Background: an optimization exercise with open tools, aiming at small area. Do not read the settings as production practice. Only simulation tests tie the RTL to the original design; equivalence was not proved.

## run A
## main
module main
(
    input   CLK100MHZ,
    input   RESET,
    input   [2:0] SW,
    input BTNU, BTND, BTNC,
    output  CLK_LED,
    output  LED16_R,
    output  LED16_G,
    output  LED16_B,
    output [7:0] AN,
    output [7:0] SEG
);
For scale: roughly 3600 µm² of cells after synthesis.
==> module button, before the edit <==
module button (input clk, input rst, input pin, output q);
    localparam [13:0] SEED      = 14'b10111010000111;
    localparam [13:0] LAST      = 14'b11111001101111;
    localparam [13:0] LAST_MASK = 14'b01110101111111;
    localparam [13:0] INV       = 14'b10101010101010;
    reg        s0_n, s1_n;
    wire       s0 = ~s0_n;
    reg        r_q;
    reg [13:0] r;
    wire [13:0] timer = r ^ INV;
    wire rising = s0 & s1_n;
    wire last   = ((timer & LAST_MASK) == (LAST & LAST_MASK));
    always @(posedge clk) s1_n <= s0_n;
    always @(posedge clk) begin
        if (rst) begin
            s0_n  <= 1'b1;
            r_q   <= 1'b0;
            r     <= INV;
        end else begin
            s0_n <= ~pin;
            r_q <= last & s0;
            if (rising)
                r <= SEED ^ INV;
            else if (last)
                r <= INV;
            else
                r <= {timer[12:0], timer[13] ^ timer[0]} ^ INV;
        end
    end
    assign q = r_q;
endmodule
export LEC_CHECK = 0
export CAP_MARGIN = 20
export CORE_MARGIN = 2
export CORE_UTILIZATION = 40
export CTS_BUF_LIST = sky130_fd_sc_hd__clkbuf_8
export CTS_CLUSTER_SIZE = 50
export SLEW_MARGIN = 20
create_clock -name core_clock -period 10.0 [get_ports {CLK100MHZ}]
standard.sh (not shown) runs the stock make flow with config.mk's settings and CLKGATE_MAP_FILE= SYNTH_SCRIPT=/design/flow/synth_recipe.tcl, a recipe that flattens the netlist after the stock synthesis.
==> flow/flow/run.sh <==
#!/bin/bash
# Layout flow.
# 1. the standard synthesis (standard.sh synth).
# 2. Its combinational logic re-mapped for area by ABC with each script in
#    flow/abc/ (registers and tie cells kept: same instances, names and
#    cells); the smallest netlist that yosys proves equivalent to the
#    standard one is used (if none is, the standard netlist is kept).
# 3. the standard layout from the floorplan on (standard.sh finish), with
#    these settings passed to its steps: ports buffered with buf_1 rather than
#    clkdlybuf4s50_1; one tie cell shared by the constant outputs; and clock
#    tree synthesis with clkbuf_8 and without dummy loads.
# Each tool's output goes to a log file of its own in this folder.
set -uo pipefail
R=orfs/results/$FLOW_PLATFORM/main/base
bash standard.sh synth > 1_standard_synth.log 2>&1 || exit 1
cp $R/1_2_yosys.v synth_standard.v

for f in flow/abc/*.abc; do
    b=$(basename $f .abc)
    mkdir -p reabc_$b
    cp synth_standard.v reabc_$b/
    (cd reabc_$b && REABC_SCRIPT=$PWD/../$f yosys -c ../flow/reabc.tcl > ../2_reabc_$b.log 2>&1) &
    while (( $(jobs -rp | wc -l) >= ${NUM_CORES:-4} )); do sleep 1; done
done
wait
: > netlist_choice.log
for b in $(for d in reabc_*; do
               a=$(awk '/Chip area/ {print $NF}' $d/stat_after.txt 2>/dev/null)
               [ -n "$a" ] && [ -f $d/synth_reabc.v ] && echo "$a ${d#reabc_}"
           done | sort -g | awk '{print $2}'); do
    a=$(awk '/Chip area/ {print $NF}' reabc_$b/stat_after.txt)
    if (cd reabc_$b && yosys -c ../flow/eq.tcl > ../3_equiv_$b.log 2>&1); then
        cp reabc_$b/synth_reabc.v $R/1_2_yosys.v
        rm -f $R/1_synth.odb
        echo "re-mapped netlist from flow/abc/$b.abc used ($a um2)" >> netlist_choice.log
        break
    fi
    echo "flow/abc/$b.abc: not proven equivalent, skipped" >> netlist_choice.log
done
[ -s netlist_choice.log ] && grep -q used netlist_choice.log || echo "standard netlist used" >> netlist_choice.log

bash standard.sh \
    BUFFER_PORTS_ARGS="-inputs -outputs -buffer_cell sky130_fd_sc_hd__buf_1" \
    SKIP_REPAIR_TIE_FANOUT=1 \
    CTS_ARGS="-sink_clustering_enable -repair_clock_nets -sink_clustering_size 50 -buf_list sky130_fd_sc_hd__clkbuf_8 -dont_use_dummy_load" \
    finish > 4_standard_layout.log 2>&1
Other scripts of this flow, unchanged in this note and not shown: flow/flow/abc/a1.abc, flow/flow/abc/a2.abc, flow/flow/abc/a3.abc, flow/flow/abc/a4.abc, flow/flow/abc/a5.abc, flow/flow/abc/a6.abc, flow/flow/abc/a7.abc, flow/flow/eq.tcl, flow/flow/reabc.tcl
Relative to run A, the following input files were edited for run B:
--- a/flow/design.v
+++ b/flow/design.v
@@ -3,27 +3,24 @@
     localparam [13:0] LAST      = 14'b11111001101111;
     localparam [13:0] LAST_MASK = 14'b01110101111111;
-    localparam [13:0] INV       = 14'b10101010101010;
-    reg        s0_n, s1_n;
-    wire       s0 = ~s0_n;
+    reg        s0, s1;
     reg        r_q;
-    reg [13:0] r;
-    wire [13:0] timer = r ^ INV;
-    wire rising = s0 & s1_n;
+    reg [13:0] timer;
+    wire rising = s0 & ~s1;
     wire last   = ((timer & LAST_MASK) == (LAST & LAST_MASK));
-    always @(posedge clk) s1_n <= s0_n;
+    always @(posedge clk) s1 <= s0;
     always @(posedge clk) begin
         if (rst) begin
-            s0_n  <= 1'b1;
+            s0    <= 1'b0;
             r_q   <= 1'b0;
-            r     <= INV;
+            timer <= 14'd0;
         end else begin
-            s0_n <= ~pin;
+            s0  <= pin;
             r_q <= last & s0;
             if (rising)
-                r <= SEED ^ INV;
+                timer <= SEED;
             else if (last)
-                r <= INV;
+                timer <= 14'd0;
             else
-                r <= {timer[12:0], timer[13] ^ timer[0]} ^ INV;
+                timer <= {timer[12:0], timer[13] ^ timer[0]};
         end
     end
### Flow results
Looking at run B and run A, the routability congestion estimate is a wash. As far as clock network contribution to total cell area is concerned, run B and run A perform about the same. Run B leaves more setup margin than run A. Critical path launch point = u_fdd.state[3]: run B; critical path launch point = u_fdd.state[0]: run A. Run A has a lower total routed wirelength than run B. Compared with run A, run B instantiates a smaller number of cells. Run B finished every stage and its layout cleared the timing, design-rule and antenna checks. From run A to run B, remaining design rule violation count did not move at all. The initial core utilization in run B sits 0.39 points above the value recorded for run A. Taking run A as the reference point, the vertical extent of the die of run B rises by 0.68%. Relative to run A, wire length per cell increased by about 3.6% in run B. The synthesized area of run B was inferior to that of run A. The area of the die reported for run B is greater than that of run A by 1.4%.

## separate check: timing with driven ports
Ports are ideal in the flow. The routed layouts listed here were re-timed in OpenROAD.
Step 1, drivers: a clkbuf_16 drives CLK100MHZ and a buf_2 each remaining input, both assumed.
Step 2 times the ports against the registers' clock, not the clock port: input delays grow and output delays shrink by t, the midpoint of the rising clock arrivals with the driver on.
Slacks: ideal / step 1 / step 2; pairs: ideal / step 1.
| run | t, ns | setup WS [ns] | worst setup path after step 2 | worst slew at a driven data input, ns |
|---|---|---|---|---|
| run A | 0.355 | 6.022 / 5.992 / 6.099 | input to register | 0.03 |
| run B | 0.365 | 6.178 / 6.149 / 6.234 | input to register | 0.04 |
After both steps setup and hold are still met in every run listed.
